This design comes from an exercise in tuning for small area on the open sky130 flow, not from production work. Where RTL was checked, it was by simulation tests only, not by an equivalence proof against the original. Only the layout flow was run in runs 2 and 3; the RTL was not checked for function there. Power and IR drop assume default switching activity.

==> flow/design.v <==
module conv(
  input clk,
  input reset,
  input [15:0] pxl_in,
  output [15:0] pxl_out,
  output [9:0] count,
  output valid
);
  reg [15:0] r00;
  reg [15:0] r01;
  reg p_r01_13_1;
  reg p_r01_14_1;
  reg [15:0] r02;
  reg p_r02_13_1;
  reg p_r02_13_2;
  reg p_r02_14_1;
  reg [15:0] r10;
  reg p_r10_14_1;
  reg p_r10_14_2;
  reg [15:0] r11;
  reg [15:0] r12;
  reg [15:0] r20;
  reg [15:0] r21;
  reg [15:0] r22;
  reg p_r22_12_1;
  reg p_r22_13_1;
  reg p_r22_13_2;
  reg [25*16-1:0] line1;
  wire [15:0] line1_o = line1[25*16-1:24*16];
  reg [25*16-1:0] line2;
  wire [15:0] line2_o = line2[25*16-1:24*16];
  wire s1, c2;
  ha us1 (pxl_in[1], pxl_in[0], s1, c2);
  wire s3, c4;
  fa us3 (pxl_in[2], pxl_in[1], c2, s3, c4);
  wire s5, c6;
  fa us5 (pxl_in[3], pxl_in[2], c4, s5, c6);
  wire s7, c8;
  fa us7 (pxl_in[4], pxl_in[3], c6, s7, c8);
  wire s9, c10;
  fa us9 (pxl_in[5], pxl_in[4], c8, s9, c10);
  wire s11, c12;
  fa us11 (pxl_in[6], pxl_in[5], c10, s11, c12);
  wire s13, c14;
  fa us13 (pxl_in[7], pxl_in[6], c12, s13, c14);
  wire s15, c16;
  fa us15 (pxl_in[8], pxl_in[7], c14, s15, c16);
  wire s17, c18;
  fa us17 (pxl_in[9], pxl_in[8], c16, s17, c18);
  wire s19, c20;
  fa us19 (pxl_in[10], pxl_in[9], c18, s19, c20);
  wire s21, c22;
  fa us21 (pxl_in[11], pxl_in[10], c20, s21, c22);
  wire s23, c24;
  ha us23 (pxl_in[12], pxl_in[11], s23, c24);
  wire s25, c26;
  fa us25 (pxl_in[13], pxl_in[12], c24, s25, c26);
  wire s27, c28;
  fa us27 (pxl_in[14], pxl_in[13], c26, s27, c28);
  wire x29 = pxl_in[15] ^ pxl_in[14];
  wire x30 = x29 ^ c28;
  wire s31, c32;
  ha us31 (pxl_in[2], pxl_in[0], s31, c32);
  wire s33, c34;
  fa us33 (pxl_in[3], pxl_in[1], c32, s33, c34);
  wire s35, c36;
  fa us35 (pxl_in[4], pxl_in[2], c34, s35, c36);
  wire s37, c38;
  fa us37 (pxl_in[5], pxl_in[3], c36, s37, c38);
  wire s39, c40;
  fa us39 (pxl_in[6], pxl_in[4], c38, s39, c40);
  wire s41, c42;
  fa us41 (pxl_in[7], pxl_in[5], c40, s41, c42);
  wire s43, c44;
  fa us43 (pxl_in[8], pxl_in[6], c42, s43, c44);
  wire s45, c46;
  fa us45 (pxl_in[9], pxl_in[7], c44, s45, c46);
  wire s47, c48;
  fa us47 (pxl_in[10], pxl_in[8], c46, s47, c48);
  wire s49, c50;
  fa us49 (pxl_in[11], pxl_in[9], c48, s49, c50);
  wire s51, c52;
  fa us51 (pxl_in[12], pxl_in[10], c50, s51, c52);
  wire s53, c54;
  ha us53 (pxl_in[13], pxl_in[11], s53, c54);
  wire s55, c56;
  fa us55 (pxl_in[14], pxl_in[12], c54, s55, c56);
  wire x57 = pxl_in[15] ^ pxl_in[13];
  wire x58 = x57 ^ c56;
  wire s59, c60;
  ha us59 (pxl_in[3], pxl_in[0], s59, c60);
  wire s61, c62;
  fa us61 (pxl_in[4], pxl_in[1], c60, s61, c62);
  wire s63, c64;
  fa us63 (pxl_in[5], pxl_in[2], c62, s63, c64);
  wire s65, c66;
  fa us65 (pxl_in[6], pxl_in[3], c64, s65, c66);
  wire s67, c68;
  fa us67 (pxl_in[7], pxl_in[4], c66, s67, c68);
  wire s69, c70;
  fa us69 (pxl_in[8], pxl_in[5], c68, s69, c70);
  wire s71, c72;
  fa us71 (pxl_in[9], pxl_in[6], c70, s71, c72);
  wire s73, c74;
  fa us73 (pxl_in[10], pxl_in[7], c72, s73, c74);
  wire s75, c76;
  fa us75 (pxl_in[11], pxl_in[8], c74, s75, c76);
  wire s77, c78;
  fa us77 (pxl_in[12], pxl_in[9], c76, s77, c78);
  wire s79, c80;
  fa us79 (pxl_in[13], pxl_in[10], c78, s79, c80);
  wire s81, c82;
  ha us81 (pxl_in[14], pxl_in[11], s81, c82);
  wire x83 = pxl_in[15] ^ pxl_in[12];
  wire x84 = x83 ^ c82;
  wire s85, c86;
  ha us85 (pxl_in[0], s5, s85, c86);
  wire s87, c88;
  fa us87 (pxl_in[1], c86, s7, s87, c88);
  wire s89, c90;
  fa us89 (pxl_in[2], s9, c88, s89, c90);
  wire s91, c92;
  fa us91 (s59, s11, c90, s91, c92);
  wire s93, c94;
  fa us93 (s61, s13, c92, s93, c94);
  wire s95, c96;
  fa us95 (s63, s15, c94, s95, c96);
  wire s97, c98;
  fa us97 (s65, s17, c96, s97, c98);
  wire s99, c100;
  fa us99 (s67, s19, c98, s99, c100);
  wire s101, c102;
  fa us101 (s69, s21, c100, s101, c102);
  wire s103, c104;
  fa us103 (s23, s71, c22, s103, c104);
  wire s105, c106;
  ha us105 (s103, c102, s105, c106);
  wire s107, c108;
  fa us107 (s25, s73, c104, s107, c108);
  wire s109, c110;
  ha us109 (c106, s107, s109, c110);
  wire s111, c112;
  fa us111 (s27, s75, c108, s111, c112);
  wire s113, c114;
  ha us113 (c110, s111, s113, c114);
  wire x115 = x30 ^ s77;
  wire x116 = x115 ^ c112;
  wire x117 = x116 ^ c114;
  wire s118, c119;
  ha us118 (r00[0], pxl_in[0], s118, c119);
  wire s120, c121;
  fa us120 (r00[1], pxl_in[1], c119, s120, c121);
  wire s122, c123;
  fa us122 (r00[2], pxl_in[2], c121, s122, c123);
  wire s124, c125;
  fa us124 (r00[3], s59, c123, s124, c125);
  wire s126, c127;
  fa us126 (r00[4], s61, c125, s126, c127);
  wire s128, c129;
  fa us128 (r00[5], s63, c127, s128, c129);
  wire i130 = ~s128;
  wire s131, c132;
  ha us131 (pxl_in[0], i130, s131, c132);
  wire s133, c134;
  fa us133 (r00[6], s65, c129, s133, c134);
  wire i135 = ~s133;
  wire s136, c137;
  fa us136 (s1, c132, i135, s136, c137);
  wire s138, c139;
  fa us138 (r00[7], s67, c134, s138, c139);
  wire i140 = ~s138;
  wire s141, c142;
  fa us141 (s3, c137, i140, s141, c142);
  wire s143, c144;
  fa us143 (r00[8], s69, c139, s143, c144);
  wire i145 = ~s143;
  wire s146, c147;
  fa us146 (s5, i145, c142, s146, c147);
  wire s148, c149;
  fa us148 (r00[9], s71, c144, s148, c149);
  wire i150 = ~s148;
  wire s151, c152;
  fa us151 (s7, i150, c147, s151, c152);
  wire s153, c154;
  fa us153 (r00[10], s73, c149, s153, c154);
  wire i155 = ~s153;
  wire s156, c157;
  fa us156 (s9, i155, c152, s156, c157);
  wire s158, c159;
  fa us158 (r00[11], s75, c154, s158, c159);
  wire i160 = ~s158;
  wire s161, c162;
  fa us161 (s11, i160, c157, s161, c162);
  wire s163, c164;
  fa us163 (r00[12], s77, c159, s163, c164);
  wire i165 = ~s163;
  wire s166, c167;
  fa us166 (s13, i165, c162, s166, c167);
  wire s168, c169;
  fa us168 (r00[13], s79, c164, s168, c169);
  wire i170 = ~s168;
  wire s171, c172;
  ha us171 (s15, i170, s171, c172);
  wire s173, c174;
  fa us173 (r00[14], s81, c80, s173, c174);
  wire i175 = ~s17;
  wire s176, c177;
  fa us176 (i175, s173, c169, s176, c177);
  wire x178 = r00[15] ^ x84;
  wire x179 = x178 ^ s19;
  wire x180 = x179 ^ c174;
  wire x181 = x180 ^ c177;
  wire s182, c183;
  ha us182 (r01[0], pxl_in[0], s182, c183);
  wire s184, c185;
  fa us184 (r01[1], c183, s1, s184, c185);
  wire s186, c187;
  fa us186 (r01[2], s3, c185, s186, c187);
  wire s188, c189;
  fa us188 (r01[3], s5, c187, s188, c189);
  wire s190, c191;
  fa us190 (r01[4], s7, c189, s190, c191);
  wire s192, c193;
  fa us192 (pxl_in[0], s9, c191, s192, c193);
  wire i194 = ~s192;
  wire s195, c196;
  ha us195 (r01[5], i194, s195, c196);
  wire s197, c198;
  fa us197 (pxl_in[1], s11, c193, s197, c198);
  wire i199 = ~s197;
  wire s200, c201;
  fa us200 (r01[6], c196, i199, s200, c201);
  wire s202, c203;
  fa us202 (pxl_in[2], s13, c198, s202, c203);
  wire i204 = ~s202;
  wire s205, c206;
  fa us205 (r01[7], c201, i204, s205, c206);
  wire s207, c208;
  fa us207 (pxl_in[3], s15, c203, s207, c208);
  wire i209 = ~s207;
  wire s210, c211;
  fa us210 (r01[8], i209, c206, s210, c211);
  wire s212, c213;
  fa us212 (pxl_in[4], s17, c208, s212, c213);
  wire i214 = ~s212;
  wire s215, c216;
  fa us215 (r01[9], i214, c211, s215, c216);
  wire s217, c218;
  fa us217 (pxl_in[5], s19, c213, s217, c218);
  wire i219 = ~s217;
  wire s220, c221;
  fa us220 (r01[10], i219, c216, s220, c221);
  wire s222, c223;
  fa us222 (pxl_in[6], s21, c218, s222, c223);
  wire i224 = ~s222;
  wire s225, c226;
  fa us225 (r01[11], i224, c221, s225, c226);
  wire s227, c228;
  fa us227 (pxl_in[7], s23, c22, s227, c228);
  wire i229 = ~s227;
  wire s230, c231;
  fa us230 (r01[12], i229, c226, s230, c231);
  wire i232 = ~c223;
  wire s233, c234;
  ha us233 (i232, s230, s233, c234);
  wire s235, c236;
  fa us235 (pxl_in[8], s25, c228, s235, c236);
  wire i237 = ~s235;
  wire s238, c239;
  fa us238 (r01[13], p_r01_13_1, i237, s238, c239);
  wire s240, c241;
  fa us240 (r01[14], pxl_in[9], s27, s240, c241);
  wire i242 = ~p_r01_14_1;
  wire s243, c244;
  fa us243 (i242, s240, c236, s243, c244);
  wire x245 = r01[15] ^ pxl_in[10];
  wire x246 = x245 ^ x30;
  wire x247 = x246 ^ c241;
  wire x248 = x247 ^ c244;
  wire s249, c250;
  fa us249 (r02[13], p_r02_13_1, p_r02_13_2, s249, c250);
  wire i251 = ~r02[14];
  wire s252, c253;
  fa us252 (p_r02_14_1, i251, c250, s252, c253);
  wire x254 = r02[15] ^ c253;
  wire i255 = ~line1_o[0];
  wire s256, c257;
  ha us256 (i255, pxl_in[0], s256, c257);
  wire i258 = ~line1_o[1];
  wire s259, c260;
  fa us259 (i258, c257, s1, s259, c260);
  wire i261 = ~line1_o[2];
  wire s262, c263;
  fa us262 (i261, s3, c260, s262, c263);
  wire i264 = ~line1_o[3];
  wire s265, c266;
  fa us265 (i264, s5, c263, s265, c266);
  wire s267, c268;
  fa us267 (pxl_in[0], s7, c266, s267, c268);
  wire i269 = ~line1_o[4];
  wire s270, c271;
  ha us270 (i269, s267, s270, c271);
  wire s272, c273;
  fa us272 (line1_o[5], s1, s9, s272, c273);
  wire s274, c275;
  fa us274 (c268, c271, s272, s274, c275);
  wire s276, c277;
  fa us276 (line1_o[6], s3, s11, s276, c277);
  wire s278, c279;
  fa us278 (c273, c275, s276, s278, c279);
  wire s280, c281;
  fa us280 (line1_o[7], s5, s13, s280, c281);
  wire s282, c283;
  fa us282 (c277, s280, c279, s282, c283);
  wire s284, c285;
  fa us284 (line1_o[8], s7, c281, s284, c285);
  wire s286, c287;
  fa us286 (s15, s284, c283, s286, c287);
  wire s288, c289;
  fa us288 (line1_o[9], s9, c285, s288, c289);
  wire s290, c291;
  fa us290 (s17, s288, c287, s290, c291);
  wire s292, c293;
  fa us292 (line1_o[10], s11, c289, s292, c293);
  wire s294, c295;
  fa us294 (s19, s292, c291, s294, c295);
  wire s296, c297;
  fa us296 (line1_o[11], s13, c293, s296, c297);
  wire s298, c299;
  fa us298 (s21, s296, c295, s298, c299);
  wire s300, c301;
  fa us300 (line1_o[12], s23, s15, s300, c301);
  wire s302, c303;
  fa us302 (s300, c22, c297, s302, c303);
  wire s304, c305;
  ha us304 (s302, c299, s304, c305);
  wire s306, c307;
  fa us306 (line1_o[13], s25, s17, s306, c307);
  wire s308, c309;
  fa us308 (c301, s306, c303, s308, c309);
  wire s310, c311;
  ha us310 (c305, s308, s310, c311);
  wire s312, c313;
  fa us312 (line1_o[14], s27, s19, s312, c313);
  wire s314, c315;
  ha us314 (c307, s312, s314, c315);
  wire x316 = line1_o[15] ^ x30;
  wire x317 = x316 ^ s21;
  wire x318 = c313 ^ x317;
  wire x319 = c315 ^ x318;
  wire s320, c321;
  ha us320 (r10[0], pxl_in[0], s320, c321);
  wire s322, c323;
  fa us322 (r10[1], pxl_in[1], c321, s322, c323);
  wire s324, c325;
  fa us324 (r10[2], s31, c323, s324, c325);
  wire s326, c327;
  fa us326 (r10[3], s33, c325, s326, c327);
  wire s328, c329;
  fa us328 (r10[4], pxl_in[0], s35, s328, c329);
  wire s330, c331;
  ha us330 (c327, s328, s330, c331);
  wire s332, c333;
  fa us332 (r10[5], pxl_in[1], s37, s332, c333);
  wire s334, c335;
  fa us334 (c329, c331, s332, s334, c335);
  wire s336, c337;
  fa us336 (r10[6], pxl_in[2], s39, s336, c337);
  wire s338, c339;
  fa us338 (c333, s336, c335, s338, c339);
  wire s340, c341;
  fa us340 (r10[7], pxl_in[3], s41, s340, c341);
  wire s342, c343;
  fa us342 (c337, s340, c339, s342, c343);
  wire s344, c345;
  fa us344 (r10[8], pxl_in[4], s43, s344, c345);
  wire s346, c347;
  fa us346 (c341, s344, c343, s346, c347);
  wire s348, c349;
  fa us348 (r10[9], pxl_in[5], c345, s348, c349);
  wire s350, c351;
  fa us350 (s45, s348, c347, s350, c351);
  wire s352, c353;
  fa us352 (r10[10], pxl_in[6], c349, s352, c353);
  wire s354, c355;
  fa us354 (s47, s352, c351, s354, c355);
  wire s356, c357;
  fa us356 (r10[11], pxl_in[7], c353, s356, c357);
  wire s358, c359;
  fa us358 (s49, s356, c355, s358, c359);
  wire s360, c361;
  fa us360 (r10[12], pxl_in[8], c357, s360, c361);
  wire s362, c363;
  fa us362 (s51, s360, c359, s362, c363);
  wire s364, c365;
  fa us364 (r10[13], pxl_in[9], s53, s364, c365);
  wire s366, c367;
  fa us366 (s364, c52, c361, s366, c367);
  wire s368, c369;
  ha us368 (s366, c363, s368, c369);
  wire s370, c371;
  fa us370 (r10[14], p_r10_14_1, p_r10_14_2, s370, c371);
  wire s372, c373;
  fa us372 (s370, pxl_in[10], s55, s372, c373);
  wire s374, c375;
  fa us374 (c365, s372, c367, s374, c375);
  wire s376, c377;
  ha us376 (c369, s374, s376, c377);
  wire x378 = r10[15] ^ c371;
  wire x379 = x378 ^ pxl_in[11];
  wire x380 = x379 ^ x58;
  wire x381 = x380 ^ c373;
  wire x382 = x381 ^ c375;
  wire x383 = x382 ^ c377;
  wire s384, c385;
  ha us384 (r11[0], pxl_in[0], s384, c385);
  wire s386, c387;
  fa us386 (r11[1], pxl_in[1], c385, s386, c387);
  wire s388, c389;
  fa us388 (r11[2], s31, c387, s388, c389);
  wire s390, c391;
  fa us390 (r11[3], pxl_in[0], s33, s390, c391);
  wire s392, c393;
  ha us392 (c389, s390, s392, c393);
  wire s394, c395;
  fa us394 (r11[4], s1, s35, s394, c395);
  wire s396, c397;
  fa us396 (c391, c393, s394, s396, c397);
  wire s398, c399;
  fa us398 (r11[5], s3, s37, s398, c399);
  wire s400, c401;
  fa us400 (c395, c397, s398, s400, c401);
  wire s402, c403;
  fa us402 (r11[6], s5, s39, s402, c403);
  wire s404, c405;
  fa us404 (c399, s402, c401, s404, c405);
  wire s406, c407;
  fa us406 (r11[7], s7, s41, s406, c407);
  wire s408, c409;
  fa us408 (c403, s406, c405, s408, c409);
  wire s410, c411;
  fa us410 (r11[8], s9, s43, s410, c411);
  wire s412, c413;
  fa us412 (c407, s410, c409, s412, c413);
  wire s414, c415;
  fa us414 (r11[9], s11, c411, s414, c415);
  wire s416, c417;
  fa us416 (s45, s414, c413, s416, c417);
  wire s418, c419;
  fa us418 (r11[10], s13, c415, s418, c419);
  wire s420, c421;
  fa us420 (s47, s418, c417, s420, c421);
  wire s422, c423;
  fa us422 (r11[11], s15, c419, s422, c423);
  wire s424, c425;
  fa us424 (s49, s422, c421, s424, c425);
  wire s426, c427;
  fa us426 (r11[12], s17, c423, s426, c427);
  wire s428, c429;
  fa us428 (s51, s426, c425, s428, c429);
  wire s430, c431;
  fa us430 (r11[13], s53, s19, s430, c431);
  wire s432, c433;
  fa us432 (c52, s430, c427, s432, c433);
  wire s434, c435;
  ha us434 (s432, c429, s434, c435);
  wire s436, c437;
  fa us436 (r11[14], s55, s21, s436, c437);
  wire s438, c439;
  fa us438 (c431, s436, c433, s438, c439);
  wire s440, c441;
  ha us440 (c435, s438, s440, c441);
  wire x442 = r11[15] ^ s23;
  wire x443 = x442 ^ x58;
  wire x444 = x443 ^ c22;
  wire x445 = x444 ^ c437;
  wire x446 = x445 ^ c439;
  wire x447 = x446 ^ c441;
  wire i448 = ~pxl_in[0];
  wire s449, c450;
  ha us449 (line2_o[3], i448, s449, c450);
  wire i451 = ~pxl_in[1];
  wire s452, c453;
  fa us452 (line2_o[4], i451, c450, s452, c453);
  wire i454 = ~s31;
  wire s455, c456;
  fa us455 (line2_o[5], i454, c453, s455, c456);
  wire i457 = ~s33;
  wire s458, c459;
  fa us458 (line2_o[6], i457, c456, s458, c459);
  wire i460 = ~s35;
  wire s461, c462;
  fa us461 (line2_o[7], i460, c459, s461, c462);
  wire i463 = ~s37;
  wire s464, c465;
  fa us464 (line2_o[8], i463, c462, s464, c465);
  wire i466 = ~s39;
  wire s467, c468;
  fa us467 (line2_o[9], i466, c465, s467, c468);
  wire i469 = ~s41;
  wire s470, c471;
  fa us470 (line2_o[10], i469, c468, s470, c471);
  wire i472 = ~s43;
  wire s473, c474;
  fa us473 (line2_o[11], i472, c471, s473, c474);
  wire i475 = ~s45;
  wire s476, c477;
  fa us476 (line2_o[12], i475, c474, s476, c477);
  wire i478 = ~s47;
  wire s479, c480;
  fa us479 (line2_o[13], i478, c477, s479, c480);
  wire i481 = ~s49;
  wire s482, c483;
  fa us482 (line2_o[14], i481, c480, s482, c483);
  wire x484 = line2_o[15] ^ s51;
  wire x485 = x484 ^ c483;
  wire s486, c487;
  ha us486 (r20[0], pxl_in[0], s486, c487);
  wire s488, c489;
  fa us488 (r20[1], pxl_in[1], c487, s488, c489);
  wire s490, c491;
  fa us490 (r20[2], pxl_in[2], c489, s490, c491);
  wire s492, c493;
  fa us492 (r20[3], s59, c491, s492, c493);
  wire s494, c495;
  fa us494 (r20[4], pxl_in[0], s61, s494, c495);
  wire s496, c497;
  ha us496 (s494, c493, s496, c497);
  wire s498, c499;
  fa us498 (r20[5], pxl_in[1], s63, s498, c499);
  wire s500, c501;
  fa us500 (c495, s498, c497, s500, c501);
  wire s502, c503;
  fa us502 (r20[6], s31, s65, s502, c503);
  wire s504, c505;
  fa us504 (c499, s502, c501, s504, c505);
  wire s506, c507;
  fa us506 (r20[7], s33, s67, s506, c507);
  wire s508, c509;
  fa us508 (c503, s506, c505, s508, c509);
  wire s510, c511;
  fa us510 (r20[8], s35, s69, s510, c511);
  wire s512, c513;
  fa us512 (c507, s510, c509, s512, c513);
  wire s514, c515;
  fa us514 (r20[9], s37, s71, s514, c515);
  wire s516, c517;
  fa us516 (c511, s514, c513, s516, c517);
  wire s518, c519;
  fa us518 (r20[10], s39, c515, s518, c519);
  wire s520, c521;
  fa us520 (s73, s518, c517, s520, c521);
  wire s522, c523;
  fa us522 (r20[11], s41, c519, s522, c523);
  wire s524, c525;
  fa us524 (s75, s522, c521, s524, c525);
  wire s526, c527;
  fa us526 (r20[12], s43, c523, s526, c527);
  wire s528, c529;
  fa us528 (s77, s526, c525, s528, c529);
  wire s530, c531;
  fa us530 (r20[13], s45, c527, s530, c531);
  wire s532, c533;
  fa us532 (s79, s530, c529, s532, c533);
  wire s534, c535;
  fa us534 (r20[14], s81, s47, s534, c535);
  wire s536, c537;
  fa us536 (s534, c80, c531, s536, c537);
  wire s538, c539;
  ha us538 (s536, c533, s538, c539);
  wire x540 = r20[15] ^ x84;
  wire x541 = x540 ^ s49;
  wire x542 = c535 ^ x541;
  wire x543 = x542 ^ c537;
  wire x544 = x543 ^ c539;
  wire s545, c546;
  ha us545 (r21[1], i448, s545, c546);
  wire i547 = ~s1;
  wire s548, c549;
  fa us548 (r21[2], c546, i547, s548, c549);
  wire i550 = ~s3;
  wire s551, c552;
  fa us551 (r21[3], i550, c549, s551, c552);
  wire s553, c554;
  fa us553 (r21[4], i448, c552, s553, c554);
  wire i555 = ~s5;
  wire s556, c557;
  ha us556 (i555, s553, s556, c557);
  wire s558, c559;
  fa us558 (r21[5], c554, c557, s558, c559);
  wire i560 = ~s558;
  wire s561, c562;
  fa us561 (pxl_in[1], s7, i560, s561, c562);
  wire s563, c564;
  fa us563 (pxl_in[2], s9, c562, s563, c564);
  wire i565 = ~s563;
  wire s566, c567;
  fa us566 (r21[6], c559, i565, s566, c567);
  wire s568, c569;
  fa us568 (pxl_in[3], s11, c564, s568, c569);
  wire i570 = ~s568;
  wire s571, c572;
  fa us571 (r21[7], c567, i570, s571, c572);
  wire s573, c574;
  fa us573 (pxl_in[4], s13, c569, s573, c574);
  wire i575 = ~s573;
  wire s576, c577;
  fa us576 (r21[8], i575, c572, s576, c577);
  wire s578, c579;
  fa us578 (pxl_in[5], s15, c574, s578, c579);
  wire i580 = ~s578;
  wire s581, c582;
  fa us581 (r21[9], i580, c577, s581, c582);
  wire s583, c584;
  fa us583 (pxl_in[6], s17, c579, s583, c584);
  wire i585 = ~s583;
  wire s586, c587;
  fa us586 (r21[10], i585, c582, s586, c587);
  wire s588, c589;
  fa us588 (pxl_in[7], s19, c584, s588, c589);
  wire i590 = ~s588;
  wire s591, c592;
  fa us591 (r21[11], i590, c587, s591, c592);
  wire s593, c594;
  fa us593 (pxl_in[8], s21, c589, s593, c594);
  wire i595 = ~s593;
  wire s596, c597;
  ha us596 (r21[12], i595, s596, c597);
  wire s598, c599;
  fa us598 (pxl_in[9], s23, c22, s598, c599);
  wire i600 = ~s598;
  wire s601, c602;
  ha us601 (r21[13], i600, s601, c602);
  wire s603, c604;
  fa us603 (pxl_in[10], s25, c599, s603, c604);
  wire i605 = ~s603;
  wire s606, c607;
  fa us606 (r21[14], c602, i605, s606, c607);
  wire x608 = r21[15] ^ pxl_in[11];
  wire x609 = x608 ^ s27;
  wire x610 = x609 ^ c604;
  wire x611 = x610 ^ c607;
  wire i612 = ~r22[5];
  wire i613 = ~p_r22_13_1;
  wire i614 = ~r22[0];
  wire s615 = ~(r22[1] ^ r22[0]);
  wire c616 = r22[1] | r22[0];
  wire s617, c618;
  ha us617 (r22[2], c616, s617, c618);
  wire s619 = ~(r22[3] ^ c618);
  wire c620 = r22[3] | c618;
  wire s621 = ~(r22[4] ^ c620);
  wire c622 = r22[4] | c620;
  wire s623 = ~(i612 ^ c622);
  wire c624 = i612 | c622;
  wire s625, c626;
  ha us625 (r22[6], c624, s625, c626);
  wire s627, c628;
  ha us627 (r22[7], c626, s627, c628);
  wire s629, c630;
  ha us629 (r22[8], c628, s629, c630);
  wire s631, c632;
  ha us631 (r22[9], c630, s631, c632);
  wire s633, c634;
  ha us633 (r22[10], c632, s633, c634);
  wire s635, c636;
  ha us635 (r22[11], c634, s635, c636);
  wire s637, c638;
  fa us637 (r22[12], p_r22_12_1, c636, s637, c638);
  wire i639 = ~s637;
  wire s640, c641;
  fa us640 (r22[13], p_r22_13_2, i613, s640, c641);
  wire s642, c643;
  fa us642 (s640, c638, s637, s642, c643);
  wire s644, c645;
  fa us644 (r22[14], c641, c643, s644, c645);
  wire x646 = r22[15] ^ c645;
  wire i647 = ~x646;
  wire [15:0] line1_i = {x254, s252, s249, r02[12], r02[11], r02[10], r02[9], r02[8], r02[7], r02[6], r02[5], r02[4], r02[3], r02[2], r02[1], r02[0]};
  wire [15:0] line2_i = {r12[15], r12[14], r12[13], r12[12], r12[11], r12[10], r12[9], r12[8], r12[7], r12[6], r12[5], r12[4], r12[3], r12[2], r12[1], r12[0]};
  assign pxl_out = {i647, s644, s642, i639, s635, s633, s631, s629, s627, s625, s623, s621, s619, s617, s615, i614};
  always @(posedge clk) begin
    r00 <= {x117, s113, s109, s105, s101, s99, s97, s95, s93, s91, s89, s87, s85, s3, s1, pxl_in[0]};
    r01 <= {x181, s176, s171, s166, s161, s156, s151, s146, s141, s136, s131, s126, s124, s122, s120, s118};
    p_r01_13_1 <= c167;
    p_r01_14_1 <= c172;
    r02 <= {x248, s243, s238, s233, s225, s220, s215, s210, s205, s200, s195, s190, s188, s186, s184, s182};
    p_r02_13_1 <= c231;
    p_r02_13_2 <= c234;
    p_r02_14_1 <= c239;
    r10 <= {x319, s314, s310, s304, s298, s294, s290, s286, s282, s278, s274, s270, s265, s262, s259, s256};
    p_r10_14_1 <= c309;
    p_r10_14_2 <= c311;
    r11 <= {x383, s376, s368, s362, s358, s354, s350, s346, s342, s338, s334, s330, s326, s324, s322, s320};
    r12 <= {x447, s440, s434, s428, s424, s420, s416, s412, s408, s404, s400, s396, s392, s388, s386, s384};
    r20 <= {x485, s482, s479, s476, s473, s470, s467, s464, s461, s458, s455, s452, s449, line2_o[2], line2_o[1], line2_o[0]};
    r21 <= {x544, s538, s532, s528, s524, s520, s516, s512, s508, s504, s500, s496, s492, s490, s488, s486};
    r22 <= {x611, s606, s601, s596, s591, s586, s581, s576, s571, s566, s561, s556, s551, s548, s545, r21[0]};
    p_r22_12_1 <= c592;
    p_r22_13_1 <= c594;
    p_r22_13_2 <= c597;
    line1 <= {line1[24*16-1:0], line1_i};
    line2 <= {line2[24*16-1:0], line2_i};
  end
  reg [9:0] counter;
  wire [10:0] cy;
  wire [9:0] cn;
  assign cy[0] = 1'b1;
  genvar gi;
  generate for (gi = 0; gi < 10; gi = gi + 1) begin : inc
    assign cn[gi] = counter[gi] ^ cy[gi];
    assign cy[gi+1] = counter[gi] & cy[gi];
  end endgenerate
  always @(posedge clk) begin
    if (reset) counter <= 10'd0;
    else counter <= cn;
  end
  assign count = counter;
  wire [7:0] ce = counter[9:2];
  wire [4:0] m7 = ce[2:0] + ce[5:3] + ce[7:6];
  wire col_bad = counter[1] & (m7 == 5'd0 || m7 == 5'd7 || m7 == 5'd14);
  wire in_rng = (counter >= 10'd59) && (counter <= 10'd785);
  assign valid = in_rng & ~col_bad;
endmodule
module fa(input a, input b, input c, output s, output co);
  assign s = a ^ b ^ c;
  assign co = (a & b) | (c & (a ^ b));
endmodule
module ha(input a, input b, output s, output co);
  assign s = a ^ b;
  assign co = a & b;
endmodule
==> flow/run.sh <==
#!/bin/bash
# synth_recipe.tcl (not shown) runs the flow's synth.tcl, then flattens the netlist and writes it again
# the make line also repeats each setting of config.mk as NAME=value (left out here)
make -C /OpenROAD-flow-scripts/flow DESIGN_CONFIG=/design/flow/config.mk WORK_HOME=/design/flow/orfs CLKGATE_MAP_FILE= SYNTH_SCRIPT=/design/flow/synth_recipe.tcl finish
==> flow/config.mk <==
export PLATFORM = sky130hd
export DESIGN_NAME = conv
export DESIGN_NICKNAME = conv
export VERILOG_FILES = /design/flow/design.v
export SDC_FILE = /design/flow/constraint.sdc
export NUM_CORES = 4
export LEC_CHECK = 0
export ABC_AREA = 1
export CAP_MARGIN = 0
export CORE_MARGIN = 2
export CORE_UTILIZATION = 40
export CTS_CLUSTER_DIAMETER = 150
export CTS_CLUSTER_SIZE = 25
export GPL_TIMING_DRIVEN = 0
export SLEW_MARGIN = 0
export SYNTH_HIERARCHICAL = 1
==> flow/constraint.sdc <==
create_clock -name core_clock -period 7.5 [get_ports {clk}]
set_input_delay 1.5000 -clock core_clock [delete_from_list [all_inputs] [get_ports {clk}]]
set_output_delay 1.5000 -clock core_clock [all_outputs]
set_load 0.01 [all_outputs]
==> flow_summary_export.csv, run 1 <==
group,metric,value,unit
sta,tightest_slew,0.8448,ns
run,cap_violations,0,
setup_path,arrival,7.78,ns
setup_path,r2r_setup_slack,0.98,ns
cts,numCtsBuffers,44,
drt,drcViolationCount,0,
cells_and_area,fin_nets,1926,
synth,synth_most_common_cell,"dfxtp_1",
setup_path,critPathCaptureType,"flip-flop",
synth,synth_common_cells,"dfxtp_1, fa_1, inv_1",
floorplan,die_y,258.2,um
power,power_frac_seq,0.595,
synth,syn_area_per_cell,17.01,um^2
setup_path,path_max_fanout,14,
synth,synth.top_cell.area_share,0.7464,
floorplan,num_rows,93,
worst_hold_path,hp-start,"line1[175]",
place,hpwl,21920,um
grt,grt_first_pass_wirelength,55590,um
synth,ys_seq_area_frac,0.7464,
power,p_leak,12.12,nW
floorplan,core_area,64230,um^2
worst_hold_path,holdPathEnd,"line1[191]",
synth,ys_top_cells_by_area,"dfxtp_1, fa_1, ha_1",
sta,report.final.slew_viol_count,0,
worst_hold_path,whs_path_depth,0,
power,switchingPower,0.003795,W
synth,syn_inst,1520,
synth,async_flop_share,0,
synth,ys_warn_count,7,
drt,route.antenna.remaining_nets,0,
sta,relSlewSlack,0.4351,
cells_and_area,fin_util,0.4470,
floorplan,ioPinCount,45,
floorplan,start_util,0.4025,
place,dpl_cell_area,27370,um^2
cts,htree_levels,2,
setup_path,critical_path_class,"in2reg",
cts,clk_latency,0.60,ns
synth,ys_seq_elements,964,
floorplan,die_area,66690,um^2
synth,yosysTopAreaCell,"dfxtp_1",
sta,final-hold-violation-count,0,
cells_and_area,stdcell_count,2478,
cts,clock_sinks,964,
setup_path,r2r-end,"r01[15]",
sta,max_freq,0.1368,GHz
place,dp.cells,2418,
grt,grt_max_degree,26,
place,port_buffers,43,
cts,path_clk_slew,0.10,ns
sta,setup_viol,0,
synth,syn_nets,1826,
power,comb_power_share,0.231,
power,internal_power,0.01055,W
sta,finClkSkew,0.02554,ns
power,swShare,0.2646,
cells_and_area,drive_above_1_share,0.06843,
grt,grt-ovfl-total,0,
status,status,"timing/DRC/antenna clean",
cells_and_area,fin_area,28710,um^2
drt,vias,9800,
setup_path,critPathLaunchType,"primary input",
sta,fin_setup_tns,0,ns
cells_and_area,syn2layout_area_growth,11.04,%
cts,cts_root_buffer,"clkbuf_16",
synth,synth-main-ff-cell,"dfxtp_1",
sta,fin_crit_sh,0.9744,
cts,cts_buffer_depth,3,
grt,gr-usage-all-layers,0.1047,
drt,viasPerCell,3.955,
floorplan,die_x,258.2,um
power,power.density,499.7,nW/um^2
place,place_congestion,0.7649,
synth,syn_area,25850,um^2
grt,antenna_found_initial,4,
power,clockPowerShare,0.175,
cts,cts_tree,"yes",
drt,drtIter0Drc,368,
synth,synthDistinctLibCells,16,
sta,holdWs,0.3164,ns
drt,wl_per_cell,13.08,um
power,vdd_drop_max,0.2415,mV
synth,synth_edf_count,0,
setup_path,required,7.97,ns
cts,cts_hold_buf,0,
grt,grt_pass1_vias,10615,
drt,wirelength,32410,um
drt,first_pass_iters,4,
worst_hold_path,hold_path.class,"reg2reg",
setup_path,worstReg2RegStart,"r00[0]",
sta,min_period,7.308,ns
setup_path,rr_worst_depth,20,
Yosys stat by module (local to each module, per instance):
| module | area (um^2) | copies in the design | flip-flops and latches |
|---|---|---|---|
| fa | 20.02 | 224 | 0 |
| ha | 12.51 | 44 | 0 |
| conv | 20820 | 1 | 964 |
logic make-up (layout without fill, tap and decap cells):
family / count (synthesis) / after routing / share of synthesized area
simple gates: 102 / 102 / 0.01578
compound gates: 4 / 4 / 0.0007743
xor+xnor: 29 / 29 / 0.01011
buf+inv: 133 / 235 / 0.02163
other cells: 0 / 1 / 0
flops: 964 / 964 / 0.7464
fa+ha+maj: 288 / 288 / 0.2053
worst max-delay path by stage:
stage / from / endpoint / slack, ns
floorplan: pxl_in[1] / r22[12] / 0.009
global placement: pxl_in[1] / r12[15] / -1.86
detailed placement: pxl_in[1] / r12[15] / -1.91
CTS: pxl_in[2] / r12[15] / 0.002
global route: pxl_in[2] / r12[15] / -0.001
finish: pxl_in[1] / r22[12] / 0.19
power groups by stage:
stage	combinational, W	sequential [W]	clock (W)
floorplan	0.00214	0.00839	0
global placement	0.00328	0.00866	0
detailed placement	0.00333	0.00866	0
CTS	0.00341	0.00862	0.00262
global route	0.00391	0.00884	0.00280
finish	0.00331	0.00853	0.00251
per-stage QoR:
step / setup WS (ns) / total power, W
finish: 0.1919 / 0.01434
global route: -0.001440 / 0.01555
CTS: 0.001753 / 0.01465
detailed placement: -1.910 / 0.01199
global placement: -1.860 / 0.01193
floorplan: 0.008594 / 0.01052
cells in the final DEF, fill, tap and decap left out:
cell type | synthesis | final
dfxtp_1 | 964 | 964
fa_1 | 227 | 206
inv_1 | 115 | 115
nand2_1 | 65 | 65
ha_1 | 61 | 57
clkbuf_16 | 0 | 45
clkdlybuf4s50_1 | 0 | 37
buf_4 | 16 | 28
nor2_1 | 21 | 21
fa_2 | 0 | 21
xnor2_1 | 17 | 15
nand3_1 | 13 | 13
xor2_1 | 11 | 9
o21ai_0 | 4 | 4
xor2_2 | 1 | 3
xnor2_2 | 0 | 2
nand3b_1 | 2 | 2
ha_4 | 0 | 2
ha_2 | 0 | 2
inv_6 | 0 | 2
buf_8 | 0 | 2
buf_2 | 0 | 2
diode_2 | 0 | 1
nor3_1 | 1 | 1
inv_2 | 1 | 1
clkbuf_1 | 1 | 1
clkinv_8 | 0 | 1
dlygate4sd2_1 | 0 | 1
registers in the layout, summed over array words and instances, names as in the netlist:
name        flops
p_r01_14_1      1
r10            16
r21            16
p_r10_14_1      1
p_r02_13_1      1
p_r02_14_1      1
r11            16
r00            16
r01            16
p_r10_14_2      1
p_r01_13_1      1
counter        10
line1         400
r20            16
p_r22_13_2      1
line2         400
r02            16
p_r22_13_1      1
p_r22_12_1      1
r12            16
r22            16
p_r02_13_2      1
per-layer routing:
layer	wire (um)	vias up	track usage
met2	14350	96	0.1595
met1	16110	4903	0.1498
li1	-	4738	-
met4	655	6	0.03115
met3	1252	57	0.02367
met5	41	-	0
cell type report:
cell class	count	area, um^2
clock buffer	45	1126
buffer	17	123.9
multi-input combinational	423	6110
fill	5659	35520
inverter	116	435.4
tap	855	1070
clock inverter	3	33.78
antenna	1	2.502
timing repair buffer	54	509.2
sequential	964	19300
repair_timing:
action / CTS / global route
endpoints found under the setup margin: 48 / 6
gates resized for setup: 40 / 19
buffers inserted: 1 / 10
pin swaps: 1 / 6
critical path, cell delays in order:
cell and delay (ns):
buf_8 0.15, ha_4 0.18, fa_2 0.66, inv_1 0.09, fa_1 0.41, fa_1 0.45, ha_1 0.21, fa_1 0.48
inv_1 0.05, fa_1 0.38, fa_1 0.41, fa_1 0.40, fa_1 0.39, fa_1 0.41, fa_1 0.40, fa_1 0.38
fa_1 0.50, inv_1 0.04, ha_1 0.26
==> run 2, diff against run 1 <==
--- a/flow/design.v
+++ b/flow/design.v
@@ -58,6 +58,8 @@
   wire s27, c28;
   fa us27 (pxl_in[14], pxl_in[13], c26, s27, c28);
-  wire x29 = pxl_in[15] ^ pxl_in[14];
-  wire x30 = x29 ^ c28;
+  wire x29;
+  xo ux29 (pxl_in[15], pxl_in[14], x29);
+  wire x30;
+  xo ux30 (x29, c28, x30);
   wire s31, c32;
   ha us31 (pxl_in[2], pxl_in[0], s31, c32);
@@ -86,6 +88,8 @@
   wire s55, c56;
   fa us55 (pxl_in[14], pxl_in[12], c54, s55, c56);
-  wire x57 = pxl_in[15] ^ pxl_in[13];
-  wire x58 = x57 ^ c56;
+  wire x57;
+  xo ux57 (pxl_in[15], pxl_in[13], x57);
+  wire x58;
+  xo ux58 (x57, c56, x58);
   wire s59, c60;
   ha us59 (pxl_in[3], pxl_in[0], s59, c60);
@@ -112,6 +116,8 @@
   wire s81, c82;
   ha us81 (pxl_in[14], pxl_in[11], s81, c82);
-  wire x83 = pxl_in[15] ^ pxl_in[12];
-  wire x84 = x83 ^ c82;
+  wire x83;
+  xo ux83 (pxl_in[15], pxl_in[12], x83);
+  wire x84;
+  xo ux84 (x83, c82, x84);
   wire s85, c86;
   ha us85 (pxl_in[0], s5, s85, c86);
@@ -144,7 +150,10 @@
   wire s113, c114;
   ha us113 (c110, s111, s113, c114);
-  wire x115 = x30 ^ s77;
-  wire x116 = x115 ^ c112;
-  wire x117 = x116 ^ c114;
+  wire x115;
+  xo ux115 (x30, s77, x115);
+  wire x116;
+  xo ux116 (x115, c112, x116);
+  wire x117;
+  xo ux117 (x116, c114, x117);
   wire s118, c119;
   ha us118 (r00[0], pxl_in[0], s118, c119);
@@ -207,8 +216,12 @@
   wire s176, c177;
   fa us176 (i175, s173, c169, s176, c177);
-  wire x178 = r00[15] ^ x84;
-  wire x179 = x178 ^ s19;
-  wire x180 = x179 ^ c174;
-  wire x181 = x180 ^ c177;
+  wire x178;
+  xo ux178 (r00[15], x84, x178);
+  wire x179;
+  xo ux179 (x178, s19, x179);
+  wire x180;
+  xo ux180 (x179, c174, x180);
+  wire x181;
+  xo ux181 (x180, c177, x181);
   wire s182, c183;
   ha us182 (r01[0], pxl_in[0], s182, c183);
@@ -274,8 +287,12 @@
   wire s243, c244;
   fa us243 (i242, s240, c236, s243, c244);
-  wire x245 = r01[15] ^ pxl_in[10];
-  wire x246 = x245 ^ x30;
-  wire x247 = x246 ^ c241;
-  wire x248 = x247 ^ c244;
+  wire x245;
+  xo ux245 (r01[15], pxl_in[10], x245);
+  wire x246;
+  xo ux246 (x245, x30, x246);
+  wire x247;
+  xo ux247 (x246, c241, x247);
+  wire x248;
+  xo ux248 (x247, c244, x248);
   wire s249, c250;
   fa us249 (r02[13], p_r02_13_1, p_r02_13_2, s249, c250);
@@ -283,5 +300,6 @@
   wire s252, c253;
   fa us252 (p_r02_14_1, i251, c250, s252, c253);
-  wire x254 = r02[15] ^ c253;
+  wire x254;
+  xo ux254 (r02[15], c253, x254);
   wire i255 = ~line1_o[0];
   wire s256, c257;
@@ -345,8 +363,12 @@
   wire s314, c315;
   ha us314 (c307, s312, s314, c315);
-  wire x316 = line1_o[15] ^ x30;
-  wire x317 = x316 ^ s21;
-  wire x318 = c313 ^ x317;
-  wire x319 = c315 ^ x318;
+  wire x316;
+  xo ux316 (line1_o[15], x30, x316);
+  wire x317;
+  xo ux317 (x316, s21, x317);
+  wire x318;
+  xo ux318 (c313, x317, x318);
+  wire x319;
+  xo ux319 (c315, x318, x319);
   wire s320, c321;
   ha us320 (r10[0], pxl_in[0], s320, c321);
@@ -407,10 +429,16 @@
   wire s376, c377;
   ha us376 (c369, s374, s376, c377);
-  wire x378 = r10[15] ^ c371;
-  wire x379 = x378 ^ pxl_in[11];
-  wire x380 = x379 ^ x58;
-  wire x381 = x380 ^ c373;
-  wire x382 = x381 ^ c375;
-  wire x383 = x382 ^ c377;
+  wire x378;
+  xo ux378 (r10[15], c371, x378);
+  wire x379;
+  xo ux379 (x378, pxl_in[11], x379);
+  wire x380;
+  xo ux380 (x379, x58, x380);
+  wire x381;
+  xo ux381 (x380, c373, x381);
+  wire x382;
+  xo ux382 (x381, c375, x382);
+  wire x383;
+  xo ux383 (x382, c377, x383);
   wire s384, c385;
   ha us384 (r11[0], pxl_in[0], s384, c385);
@@ -471,10 +499,16 @@
   wire s440, c441;
   ha us440 (c435, s438, s440, c441);
-  wire x442 = r11[15] ^ s23;
-  wire x443 = x442 ^ x58;
-  wire x444 = x443 ^ c22;
-  wire x445 = x444 ^ c437;
-  wire x446 = x445 ^ c439;
-  wire x447 = x446 ^ c441;
+  wire x442;
+  xo ux442 (r11[15], s23, x442);
+  wire x443;
+  xo ux443 (x442, x58, x443);
+  wire x444;
+  xo ux444 (x443, c22, x444);
+  wire x445;
+  xo ux445 (x444, c437, x445);
+  wire x446;
+  xo ux446 (x445, c439, x446);
+  wire x447;
+  xo ux447 (x446, c441, x447);
   wire i448 = ~pxl_in[0];
   wire s449, c450;
@@ -513,6 +547,8 @@
   wire s482, c483;
   fa us482 (line2_o[14], i481, c480, s482, c483);
-  wire x484 = line2_o[15] ^ s51;
-  wire x485 = x484 ^ c483;
+  wire x484;
+  xo ux484 (line2_o[15], s51, x484);
+  wire x485;
+  xo ux485 (x484, c483, x485);
   wire s486, c487;
   ha us486 (r20[0], pxl_in[0], s486, c487);
@@ -569,9 +605,14 @@
   wire s538, c539;
   ha us538 (s536, c533, s538, c539);
-  wire x540 = r20[15] ^ x84;
-  wire x541 = x540 ^ s49;
-  wire x542 = c535 ^ x541;
-  wire x543 = x542 ^ c537;
-  wire x544 = x543 ^ c539;
+  wire x540;
+  xo ux540 (r20[15], x84, x540);
+  wire x541;
+  xo ux541 (x540, s49, x541);
+  wire x542;
+  xo ux542 (c535, x541, x542);
+  wire x543;
+  xo ux543 (x542, c537, x543);
+  wire x544;
+  xo ux544 (x543, c539, x544);
   wire s545, c546;
   ha us545 (r21[1], i448, s545, c546);
@@ -637,21 +678,29 @@
   wire s606, c607;
   fa us606 (r21[14], c602, i605, s606, c607);
-  wire x608 = r21[15] ^ pxl_in[11];
-  wire x609 = x608 ^ s27;
-  wire x610 = x609 ^ c604;
-  wire x611 = x610 ^ c607;
+  wire x608;
+  xo ux608 (r21[15], pxl_in[11], x608);
+  wire x609;
+  xo ux609 (x608, s27, x609);
+  wire x610;
+  xo ux610 (x609, c604, x610);
+  wire x611;
+  xo ux611 (x610, c607, x611);
   wire i612 = ~r22[5];
   wire i613 = ~p_r22_13_1;
   wire i614 = ~r22[0];
-  wire s615 = ~(r22[1] ^ r22[0]);
-  wire c616 = r22[1] | r22[0];
+  wire s615, c616;
+  xn us615 (r22[1], r22[0], s615);
+  o2 uc616 (r22[1], r22[0], c616);
   wire s617, c618;
   ha us617 (r22[2], c616, s617, c618);
-  wire s619 = ~(r22[3] ^ c618);
-  wire c620 = r22[3] | c618;
-  wire s621 = ~(r22[4] ^ c620);
-  wire c622 = r22[4] | c620;
-  wire s623 = ~(i612 ^ c622);
-  wire c624 = i612 | c622;
+  wire s619, c620;
+  xn us619 (r22[3], c618, s619);
+  o2 uc620 (r22[3], c618, c620);
+  wire s621, c622;
+  xn us621 (r22[4], c620, s621);
+  o2 uc622 (r22[4], c620, c622);
+  wire s623, c624;
+  xn us623 (i612, c622, s623);
+  o2 uc624 (i612, c622, c624);
   wire s625, c626;
   ha us625 (r22[6], c624, s625, c626);
@@ -675,5 +724,6 @@
   wire s644, c645;
   fa us644 (r22[14], c641, c643, s644, c645);
-  wire x646 = r22[15] ^ c645;
+  wire x646;
+  xo ux646 (r22[15], c645, x646);
   wire i647 = ~x646;
   wire [15:0] line1_i = {x254, s252, s249, r02[12], r02[11], r02[10], r02[9], r02[8], r02[7], r02[6], r02[5], r02[4], r02[3], r02[2], r02[1], r02[0]};
@@ -731,2 +781,11 @@
   assign co = a & b;
 endmodule
+module xo(input a, input b, output s);
+  assign s = a ^ b;
+endmodule
+module xn(input a, input b, output s);
+  assign s = ~(a ^ b);
+endmodule
+module o2(input a, input b, output s);
+  assign s = a | b;
+endmodule
--- a/flow/config.mk
+++ b/flow/config.mk
@@ -6,5 +6,5 @@
 export NUM_CORES = 4
 export LEC_CHECK = 0
-export ABC_AREA = 1
+export ABC_AREA = 0
 export CAP_MARGIN = 0
 export CORE_MARGIN = 2
==> run 2 against run 1 <==
  * Sequential share of layout area grew 1.1 points
  * Combinational power shrank 8.8%
  * Via count shrank 6.8%
  * Clock-buffer cell count is the same
  * Non-clock buffer count shrank 9
  * Synthesized cell count shrank 7.3%
  * Hold slack lost 0.012 ns
  * Die area shrank 1.1%
  * First-iteration DRC count shrank 3.0%
  * Setup slack lost 0.031 ns
  * Sequential power is essentially flat
  * Register-to-register slack gained 0.27 ns
  * Highest routed layer unchanged
==> flow_summary_export.csv, run 2 <==
group,metric,value,unit
worst_hold_path,hold_path.class,"reg2reg",
synth,ys_top_cells_by_area,"dfxtp_1, fa_1, ha_1",
drt,wl_per_cell,13.38,um
run,cap_violations,0,
drt,drtIter0Drc,357,
setup_path,cp_slowest_stage_delay,0.67,ns
setup_path,cp_slowest_cell,"fa_1",
synth,synth.top_cell.area_share,0.7551,
cts,cts_root_buffer,"clkbuf_16",
drt,viasPerCell,3.887,
synth,syn_area,25560,um^2
cts,cts_tree,"yes",
drt,vias,9135,
synth,synth_most_common_cell,"dfxtp_1",
sta,fin_crit_sh,0.9786,
grt,grt_max_degree,26,
sta,holdWs,0.3044,ns
place,dpl_cell_area,27060,um^2
sta,max_freq,0.1362,GHz
setup_path,cpMostUsedCell,"fa_1",
setup_path,crit_buf_inv,1,
sta,setup_viol,0,
grt,grt_pass1_vias,10051,
drt,route.antenna.remaining_nets,0,
power,power.density,498.2,nW/um^2
setup_path,cp_cell_sequence,"clkbuf_4 -> ha_1 -> fa_1 -> fa_1 -> fa_1 -> fa_1 -> fa_1 -> fa_1 -> fa_1 -> fa_1 -> fa_1 -> fa_1 -> fa_1 -> fa_1 -> ha_1 -> ha_1 -> xor2_1",
cells_and_area,syn2layout_area_growth,10.59,%
drt,drcViolationCount,0,
setup_path,required,7.96,ns
power,power_frac_seq,0.606,
setup_path,rr_worst_depth,16,
place,port_buffers,44,
cells_and_area,fin_nets,1803,
sta,min_period,7.340,ns
sta,report.final.slew_viol_count,0,
power,clockPowerShare,0.179,
synth,synthDistinctLibCells,22,
power,p_leak,11.74,nW
synth,syn_inst,1409,
cells_and_area,n_fill_cell,5533,
place,hpwl,20850,um
sta,fin_setup_tns,0,ns
grt,antenna_found_initial,4,
setup_path,critPathCaptureType,"flip-flop",
cells_and_area,reg_top3,"line1 x400, line2 x400",
setup_path,critical_path_class,"in2reg",
synth,ys_seq_area_frac,0.7551,
cells_and_area,fin_util,0.4481,
floorplan,start_util,0.4051,
cells_and_area,multi_input_area,5924,um^2
floorplan,num_rows,92,
power,vdd_drop_max,0.2381,mV
cts,clock_sinks,964,
synth,ys_seq_elements,964,
cts,clk_latency,0.60,ns
cts,cts_buffer_depth,3,
cells_and_area,final_common_cell,"dfxtp_1",
drt,wirelength,31440,um
synth,yosysTopAreaCell,"dfxtp_1",
floorplan,core_area,63080,um^2
cts,path_clk_slew,0.10,ns
setup_path,critPathLaunchType,"primary input",
sta,relSlewSlack,0.4356,
synth,async_flop_share,0,
place,place_congestion,0.7382,
power,internal_power,0.01043,W
drt,first_pass_iters,4,
synth,syn_nets,1711,
synth,ys_warn_count,7,
sta,finClkSkew,0.03223,ns
cells_and_area,layout_common_cells,"dfxtp_1, fa_1, inv_1, ha_1, xor2_1",
power,swShare,0.2593,
grt,grt-ovfl-total,0,
cells_and_area,fin_area,28260,um^2
power,comb_power_share,0.215,
floorplan,die_x,256.8,um
synth,syn_area_per_cell,18.14,um^2
sta,final-hold-violation-count,0,
setup_path,critPathTopFamily,"adder cells",
cells_and_area,drive_above_1_share,0.05323,
synth,synth_common_cells,"dfxtp_1, fa_1, inv_1",
synth,synth_edf_count,0,
cts,numCtsBuffers,44,
power,switchingPower,0.003651,W
cts,htree_levels,2,
status,status,"timing/DRC/antenna clean",
worst_hold_path,whs_path_depth,0,
cells_and_area,register_area,19300,um^2
floorplan,ioPinCount,45,
setup_path,arrival,7.80,ns
grt,grt_first_pass_wirelength,53480,um
floorplan,die_y,256.8,um
floorplan,die_area,65930,um^2
setup_path,path_max_fanout,11,
setup_path,cp.depth,17,
grt,gr-usage-all-layers,0.1019,
sta,tightest_slew,0.8440,ns
synth,synth-main-ff-cell,"dfxtp_1",
-- run 2: cell count changes after synthesis, moves of 2 or more --
| cell | delta |
|---|---|
| nand2_1 | -64 |
| inv_1 | -50 |
| xor2_1 | +35 |
| nor2_1 | -18 |
| nand3_1 | -12 |
| xnor2_1 | -11 |
| nor2b_1 | +8 |
| ha_1 | -4 |
| o21ai_0 | -4 |
| or2_1 | +4 |
| a21oi_1 | +2 |
| nand3b_1 | -2 |
-- run 2: power by group through the flow --
stage	Combinational, W	Sequential [W]	Clock [W]
global placement	0.00312	0.00867	0
global route	0.00357	0.00884	0.00280
detailed placement	0.00312	0.00867	0
finish	0.00302	0.00854	0.00252
CTS	0.00319	0.00862	0.00262
floorplan	0.00200	0.00839	0
-- run 2: timing repair --
| action | CTS | global route |
|---|---|---|
| endpoints found under the setup margin | 50 | 7 |
| setup buffers | 1 | 1 |
| gates resized for setup | 26 | 5 |
| pin swaps | 1 | 1 |
| hold buffers | 0 | 0 |
-- run 2: kinds of logic after synthesis --
family,share of synthesized area
flip-flops,0.7551
AO/OA/AOI/OAI,0.002350
adder cells (fa/ha/maj),0.2057
buffers and inverters,0.01425
AND/OR/NAND/NOR,0.004749
XOR/XNOR,0.01782
-- run 2: layer usage --
metal  GRT usage  vias to the layer above  routed length, um
li1            -                     4434                  -
met1      0.1486                     4538              15870
met2      0.1514                       93              13530
met3     0.02353                       64               1303
met4     0.03036                        6                691
met5           0                        -                 42
-- run 2: worst register-to-register path, stage by stage (launching register included) --
cell and delay [ns]:
dfxtp_1 0.31, ha_1 0.20, fa_1 0.40, fa_1 0.40
fa_1 0.39, fa_1 0.38, fa_1 0.38, fa_1 0.38
fa_1 0.39, fa_1 0.39, fa_1 0.38, fa_1 0.49
inv_1 0.05, fa_1 0.40, fa_1 0.39, fa_1 0.45
ha_1 0.35
-- run 2: per-module statistics from Yosys (local to each module, per instance) --
module	flip-flops and latches	copies in the design	area [um^2]	cells inside
ha	0	44	12.51	1
xo	0	46	8.758	1
xn	0	4	8.758	1
o2	0	4	6.256	1
fa	0	224	20.02	1
conv	964	1	20060	1087
-- run 2: through the flow --
stage          setup WS [ns]  total power [W]  cells
2_1_floorplan       0.008594          0.01039   1409
3_3_place_gp          -1.904          0.01179   2299
3_5_place_dp          -1.945          0.01179   2299
4_1_cts              0.03401          0.01443   2348
5_1_grt            -0.006212          0.01520   2349
6_report              0.1604          0.01408   2350
-- run 2: path summary, 6_finish.rpt --
path	from	endpoint	slack (ns)
setup / recovery	pxl_in[2]	r12[15]	0.16
hold / removal	line2[381]	line2[397]	0.30
setup reg to reg	r01[0]	r02[12]	1.25
hold reg to reg	line2[381]	line2[397]	0.30
-- run 2: final cells by class --
class | instances | area share
multi-input combinational | 364 | 0.2096
clock buffer | 45 | 0.03984
clock inverter | 3 | 0.001195
antenna | 1 | 0.00008854
sequential | 964 | 0.6828
tap | 846 | 0.03745
timing repair buffer | 46 | 0.01611
inverter | 65 | 0.008633
buffer | 16 | 0.004250
==> run 3, diff against run 2 <==
==> flow/flow/run.sh (new file) <==
#!/bin/bash
# The standard layout (standard.sh), with the port buffers made from the
# smallest buffer cell instead of the default choice.  ORFS writes each
# step's full log under orfs/logs/; make's own output goes to standard.log.
set -euo pipefail
export BUFFER_PORTS_ARGS="-buffer_cell sky130_fd_sc_hd__buf_1"
bash standard.sh > standard.log 2>&1
==> flow/standard.sh (new file) <==
#!/bin/bash
# synth_recipe.tcl (not shown) runs the flow's synth.tcl, then flattens the netlist and writes it again
# the make line also repeats each setting of config.mk as NAME=value (left out here)
make -C /OpenROAD-flow-scripts/flow DESIGN_CONFIG=/design/flow/config.mk WORK_HOME=/design/flow/orfs CLKGATE_MAP_FILE= SYNTH_SCRIPT=/design/flow/synth_recipe.tcl "${@:-finish}"
removed: flow/run.sh
==> run 3 against run 2 <==
  * Synthesized cell count stayed put
  * Sequential power barely moved
  * Critical path depth up 2
  * Wire length rose by 0.72%
  * Clock skew shrank 0.0087 ns
  * Sequential share of layout area rose by 0.54 points
  * Largest power group unchanged
  * Highest routed layer unchanged
==> flow_summary_export.csv, run 3 <==
group,metric,value,unit
cells_and_area,drive_above_1_share,0.05843,
place,dpl_cell_area,26790,um^2
cells_and_area,fin_area,28040,um^2
synth,ys_warn_count,7,
sta,max_freq,0.1367,GHz
setup_path,arrival,7.81,ns
drt,route.antenna.remaining_nets,0,
synth,ys_seq_area_frac,0.7551,
sta,min_period,7.318,ns
floorplan,start_util,0.4051,
worst_hold_path,hold_path.class,"reg2reg",
synth,synth_edf_count,0,
synth,synth.top_cell.area_share,0.7551,
cts,path_clk_slew,0.11,ns
cells_and_area,syn2layout_area_growth,9.728,%
synth,yosys.area_share.simple,0.004749,
synth,syn_nets,1711,
synth,synth_xor_area_frac,0.01782,
synth,synth_compound_area_frac,0.002350,
grt,grt_pass1_vias,10174,
synth,synth_common_cells,"dfxtp_1, fa_1, inv_1",
sta,setup_viol,0,
floorplan,ioPinCount,45,
drt,first_pass_iters,4,
setup_path,critPathLaunchType,"primary input",
power,internal_power,0.01031,W
run,cap_violations,0,
cts,cts_buffer_depth,3,
power,power.density,497.6,nW/um^2
cts,cts_tree,"yes",
drt,vias,9164,
cells_and_area,diodes,0,
synth,synth_top_family_by_area,"adder cells",
synth,syn_area_per_cell,18.14,um^2
power,vdd_drop_max,0.2507,mV
grt,grt-ovfl-total,0,
setup_path,critPathCaptureType,"flip-flop",
setup_path,critical_path_class,"in2reg",
setup_path,cp_cell_sequence,"buf_4 -> ha_4 -> fa_2 -> inv_1 -> fa_1 -> fa_1 -> ha_1 -> fa_1 -> inv_1 -> fa_1 -> fa_2 -> fa_1 -> fa_1 -> fa_1 -> fa_1 -> fa_1 -> fa_1 -> inv_1 -> ha_1",
sta,rsz0062_at_grt,"true",
setup_path,cpMostUsedCell,"fa_1",
grt,gr-usage-all-layers,0.1034,
drt,drcViolationCount,0,
power,clockPowerShare,0.180,
drt,viasPerCell,3.896,
place,place_congestion,0.7673,
sta,relSlewSlack,0.3493,
synth,yosysTopAreaCell,"dfxtp_1",
cts,clock_sinks,964,
setup_path,cp_slowest_stage_delay,0.65,ns
grt,grt_max_degree,26,
sta,report.final.slew_viol_count,0,
place,hpwl,20900,um
sta,finClkSkew,0.02353,ns
cts,numCtsBuffers,44,
cells_and_area,fin_util,0.4446,
setup_path,required,7.99,ns
synth,synthDistinctLibCells,22,
floorplan,die_y,256.8,um
setup_path,critPathTopFamily,"adder cells",
power,swShare,0.2613,
cells_and_area,final_common_cell,"dfxtp_1",
cts,htree_levels,2,
sta,final-hold-violation-count,0,
cells_and_area,reg_top3,"line1 x400, line2 x400",
synth,synth_mux_area_frac,0,
cts,cts_root_buffer,"clkbuf_16",
grt,antenna_found_initial,4,
synth,syn_inst,1409,
synth,synth_most_common_cell,"dfxtp_1",
power,switchingPower,0.003646,W
synth,ys_top_cells_by_area,"dfxtp_1, fa_1, ha_1",
drt,wl_per_cell,13.46,um
place,port_buffers,44,
sta,fin_crit_sh,0.9757,
floorplan,die_area,65930,um^2
synth,ys_seq_elements,964,
setup_path,path_max_fanout,18,
floorplan,core_area,63080,um^2
power,power_frac_seq,0.612,
status,status,"timing/DRC/antenna clean",
cells_and_area,fin_nets,1806,
setup_path,crit_buf_inv,4,
synth,synth-main-ff-cell,"dfxtp_1",
floorplan,num_rows,92,
power,comb_power_share,0.208,
synth,async_flop_share,0,
power,p_leak,11.65,nW
grt,grt_first_pass_wirelength,53930,um
synth,syn_area,25560,um^2
drt,wirelength,31670,um
synth,synth_adder_area_share,0.2057,
floorplan,die_x,256.8,um
setup_path,cp_slowest_cell,"fa_2",
cells_and_area,layout_common_cells,"dfxtp_1, fa_1, inv_1, ha_1, xor2_1",
cts,cts_hold_buf,0,
cts,clk_latency,0.60,ns
drt,drtIter0Drc,292,
sta,tightest_slew,0.9760,ns
## run 3: changes by cell type in the layout (fill, tap and decap cells not counted)
cell / delta
clkdlybuf4s50_1: -39
dlygate4sd2_1: -1
buf_4: +4
buf_1: +40
diode_2: -1
fa_2: +5
fa_1: -5
buf_6: -1
## run 3: worst paths after layout
check / from / endpoint / slack, ns / cells after the start
setup / recovery: pxl_in[0] / r22[12] / 0.18 / 19
setup reg to reg: r01[0] / r02[12] / 1.26 / 16
hold reg to reg: line2[365] / line2[381] / 0.31 / 0
hold / removal: line2[365] / line2[381] / 0.31 / 0
## run 3: what timing repair did
action                                 CTS  global route
pin swaps                                0             1
gates cloned                             0             0
resized for setup                       19            11
setup endpoints to repair               27            10
setup buffers                            0             5
endpoints found under the hold margin    0             0
## run 3: metal layers
metal,vias up,share of wire,GRT usage
met5,-,0.0015,0
met4,8,0.023,0.03488
met3,58,0.045,0.02728
met2,98,0.43,0.1527
met1,4561,0.50,0.1478
li1,4439,-,-
## run 3: layout make-up
cell class	count	area, um^2
fillers	5623	35040
flip-flops and latches	964	19300
multi-input cells	364	5937
clock buffers	45	1126
well taps	846	1059
inverters	65	244.0
repair buffers	49	225.2
plain buffers	16	120.1
clock inverters	3	33.78
## run 3: per-module statistics from Yosys, one instance, submodules excluded
module / cells inside / copies in the design / area [um^2] / flip-flops and latches
o2: 1 / 4 / 6.256 / 0
fa: 1 / 224 / 20.02 / 0
ha: 1 / 44 / 12.51 / 0
conv: 1087 / 1 / 20060 / 964
xo: 1 / 46 / 8.758 / 0
xn: 1 / 4 / 8.758 / 0
## run 3: logic make-up after synthesis
group,count (synthesis)
compound gates,7
simple gates,21
xor+xnor,52
buf+inv,81
fa+ha+maj,284
flops,964
## run 3: power by group through the flow
stage               clock network (W)  logic, W  registers, W
finish                        0.00251   0.00290       0.00854
global route                  0.00280   0.00348       0.00885
CTS                           0.00262   0.00306       0.00863
detailed placement                  0   0.00300       0.00867
global placement                    0   0.00297       0.00867
floorplan                           0   0.00200       0.00839
## run 3: per-stage QoR
stage	hold WS (ns)	instances	setup WS, ns	total power (W)	setup TNS [ns]
6_report	0.3142	2352	0.1825	0.01395	0
4_1_cts	0.3191	2347	-0.05075	0.01431	-0.05075
5_1_grt	0.3252	2352	-0.02079	0.01513	-0.02087
3_5_place_dp	0.3121	2299	-1.576	0.01167	-38.16
3_3_place_gp	0.3109	2299	-1.548	0.01165	-36.28
2_1_floorplan	0.3096	1409	0.008594	0.01039	0

port drivers added, routing unchanged:
The flow's constraints put no driver on any port. The routed layouts listed below were extracted and timed again, unchanged, in two steps.
Step 1, drivers: a clkbuf_16 drives clk and a buf_2 each remaining input, both assumed.
Step 2 also shifts input and output timing later by t, the mid clock arrival at the registers, as if the neighbouring blocks saw the same clock.
a / b / c = ideal ports / drivers / drivers and shift; a / b = the first two.
run | t, ns | setup slack, ns | latest minus earliest clock arrival (ns) | worst register clock-pin slew, ns | pins driven straight from the clock port
run 1 | 0.637 | 0.192 / 0.203 / -0.434 | 0.030 / 0.030 | 0.10 / 0.10 | 1
run 2 | 0.635 | 0.160 / 0.188 / -0.448 | 0.039 / 0.039 | 0.10 / 0.10 | 1
run 3 | 0.644 | 0.182 / 0.202 / -0.442 | 0.028 / 0.028 | 0.11 / 0.11 | 1
With both steps, setup timing fails in every run listed, where it was met with ideal ports. The setup slack of run 1, which loses most, moves by +0.011 ns with the drivers and by -0.626 ns with both steps.
